From an optimization exercise on the open Yosys and OpenROAD flow, aimed at small area, a short achievable clock period and few clock cycles; shortcuts taken in it are not production practice. The RTL was checked by simulation tests, not by an equivalence proof against the original design. Power is estimated from default activity; no workload was simulated.

== old ==
==> flow/design.v (excerpt) <==
module mips(
	input wire clk,
	input wire rst,
	output wire [31:0] INST_ADDR,
	input wire [31:0] INST_DATA,
	output wire [31:0] DMEM_ADDR,
	output wire DMEM_WE,
	output wire [31:0] DMEM_WDATA,
	input wire [31:0] DMEM_RDATA
	);
For scale: roughly 160 I/O pins.
clock: 10.0 ns
lec_check: 0
cap_margin: 20
core_margin: 2
core_utilization: 40
slew_margin: 20
synth_hierarchical: 1
synth_minimum_keep_size: 0
standard.sh (not shown) runs the stock make flow with config.mk's settings and CLKGATE_MAP_FILE= SYNTH_SCRIPT=/design/flow/synth_recipe.tcl, a recipe that flattens the netlist after the stock synthesis.
==> flow/flow/run.sh <==
#!/bin/bash
set -euo pipefail
MARGIN=6.5
bash standard.sh synth > synth.log 2>&1
SYNTH_ODB=orfs/results/sky130hd/mips/base/1_synth.odb openroad -no_init -exit flow/downsize.tcl > downsize.log 2>&1
bash standard.sh SETUP_SLACK_MARGIN=$MARGIN "CTS_ARGS=-sink_clustering_enable -repair_clock_nets -dont_use_dummy_load -buf_list sky130_fd_sc_hd__clkbuf_8 -sink_clustering_size 20" finish > layout.log 2>&1
==> flow/flow/downsize.tcl <==
# Set every combinational cell that synthesis mapped to a larger drive
# strength back to its smallest variant; the timing repair later in the flow
# sizes up the cells that need it.
set odb $::env(SYNTH_ODB)
read_db $odb
set db [ord::get_db]
set n 0
foreach inst [[ord::get_db_block] getInsts] {
  set m [$inst getMaster]
  set name [$m getName]
  if {[regexp {^sky130_fd_sc_hd__(df|edf|sdf|dl|sdl|conb|tap|fill|decap|diode)} $name]} { continue }
  if {[regexp {^(sky130_fd_sc_hd__[a-z0-9]+)_([0-9]+)$} $name -> base size] && $size > 1} {
    foreach s {1 0} {
      set nm [$db findMaster ${base}_$s]
      if {$nm ne "NULL" && $nm ne ""} {
        $inst swapMaster $nm
        incr n
        break
      }
    }
  }
}
puts "downsized $n cells"
write_db $odb
Testbench counts of old, summed over its fixed seeds: cycles 75,343.
Edits applied to the flow inputs when going from old to new:
==> flow/flow/run.sh <==
#!/bin/bash
set -euo pipefail
MARGIN=6
bash standard.sh synth > synth.log 2>&1
SYNTH_ODB=orfs/results/sky130hd/mips/base/1_synth.odb openroad -no_init -exit flow/downsize.tcl > downsize.log 2>&1
bash standard.sh SETUP_SLACK_MARGIN=$MARGIN finish > layout.log 2>&1
## What came out
The fraction of final layout cells with drive strength greater than 1 in new sits 5.1 points below the value recorded for old.
The share of total power in the clock network of new exceeds that of old by 8.5 points.
Looking at power density of the placed cells, new sits about 10% above old.
When the final numbers for new and old were put side by side, the count of plain and timing-repair buffers turned out to be greater in old.
Multi-input logic area | new below old


mips again, from the RTL that the note above started with.
export LEC_CHECK = 0
export CAP_MARGIN = 20
export CORE_MARGIN = 2
export CORE_UTILIZATION = 40
export SLEW_MARGIN = 20
export SYNTH_HIERARCHICAL = 1
export SYNTH_MINIMUM_KEEP_SIZE = 0
create_clock -name core_clock -period 10.0 [get_ports {clk}]
==> flow/flow/run.sh <==
#!/bin/bash
set -euo pipefail
MARGIN=6.5
bash standard.sh synth > synth.log 2>&1
SYNTH_ODB=orfs/results/sky130hd/mips/base/1_synth.odb openroad -no_init -exit flow/downsize.tcl > downsize.log 2>&1
bash standard.sh SETUP_SLACK_MARGIN=$MARGIN "CTS_ARGS=-sink_clustering_enable -repair_clock_nets -dont_use_dummy_load" finish > layout.log 2>&1
Scripts as last shown in full above: flow/flow/downsize.tcl
Testbench counts at the start, summed over its fixed seeds: cycles 75,343.
Rerun with:
==> flow/flow/run.sh (replaced) <==
#!/bin/bash
set -euo pipefail
MARGIN=6.5
bash standard.sh synth > synth.log 2>&1
SYNTH_ODB=orfs/results/sky130hd/mips/base/1_synth.odb openroad -no_init -exit flow/downsize.tcl > downsize.log 2>&1
bash standard.sh SETUP_SLACK_MARGIN=$MARGIN "CTS_ARGS=-sink_clustering_enable -repair_clock_nets -dont_use_dummy_load -buf_list {sky130_fd_sc_hd__clkbuf_4 sky130_fd_sc_hd__clkbuf_8} -sink_clustering_size 30" finish > layout.log 2>&1
Effect:
- The changed run finished clean
- setup slack improved by 0.038 ns
- utilization falls by 0.56 points
- maximum frequency rises by 1.0%
- power falls by 4.7%
- design area falls by 1.2%
- routed wire length falls by 1.7%
- non-clock buffer count falls by 6
- clock-buffer cell count rises by 71
- via count falls by 0.65%
Rerun with:
==> flow/flow/run.sh (replaced) <==
#!/bin/bash
set -euo pipefail
MARGIN=6.5
bash standard.sh synth > synth.log 2>&1
SYNTH_ODB=orfs/results/sky130hd/mips/base/1_synth.odb openroad -no_init -exit flow/downsize.tcl > downsize.log 2>&1
bash standard.sh SETUP_SLACK_MARGIN=$MARGIN MATCH_CELL_FOOTPRINT=0 "CTS_ARGS=-sink_clustering_enable -repair_clock_nets -dont_use_dummy_load -buf_list sky130_fd_sc_hd__clkbuf_8 -sink_clustering_size 20" finish > layout.log 2>&1
Outcome: The new run finished clean. Hold slack degrades by 0.012 ns. Routed wire length came out higher by 2.7%. Global-route usage climbs by 1.1 points. Area after synthesis is unchanged. Synthesized cell count is unchanged. Die area is unchanged. Power rises by 0.59%.
Rerun with:
==> flow/flow/run.sh (replaced) <==
#!/bin/bash
set -euo pipefail
MARGIN=6.5
bash standard.sh synth > synth.log 2>&1
SYNTH_ODB=orfs/results/sky130hd/mips/base/1_synth.odb openroad -no_init -exit flow/downsize.tcl > downsize.log 2>&1
bash standard.sh SETUP_SLACK_MARGIN=$MARGIN finish > layout.log 2>&1
What happened:
- total power came out higher by roughly a tenth
- clock-buffer cell count came out higher by 3
- worst hold slack gets better by 0.010 ns
- sequential power barely changes
- synthesized area stays the same
- utilization came out higher by 1.3 points
- first-iteration DRC count came out higher by a little under a tenth
- design area came out higher by a few percent

## re-timing with driven ports
The flow's constraints put no driver on any port. The routed layouts listed below were extracted and timed again, unchanged, in two steps. Step 1 sets driving cells, clkbuf_16 on the clock port and buf_2 on the other inputs (assumed; they add their load-dependent delay and slew). Step 2 adds t to the input delays and takes it off the output delays; t is the mean of the earliest and latest rising clock arrival at the registers after step 1. Input paths then give back, and output paths get back, about the clock's delay inside the block. Three values: ideal, step 1, step 2; two values: the first two.
| run | shift t [ns] | setup WS [ns] | worst hold slack (ns) |
|---|---|---|---|
| old | 0.996 | 6.368 / 6.294 / 5.298 | 0.359 / 0.359 / 0.359 |
| new | 0.875 | 5.834 / 5.877 / 5.002 | 0.387 / 0.387 / 0.387 |
| the first run of note 2 | 0.856 | 6.330 / 6.336 / 5.481 | 0.359 / 0.359 / 0.359 |
| the second run of note 2 | 0.996 | 6.368 / 6.294 / 5.298 | 0.359 / 0.359 / 0.359 |
| the third run of note 2 | 1.009 | 6.353 / 6.318 / 5.382 | 0.348 / 0.348 / 0.348 |
| the fourth run of note 2 | 0.876 | 6.305 / 6.329 / 5.453 | 0.358 / 0.358 / 0.358 |
After both steps every run listed still meets setup and hold.
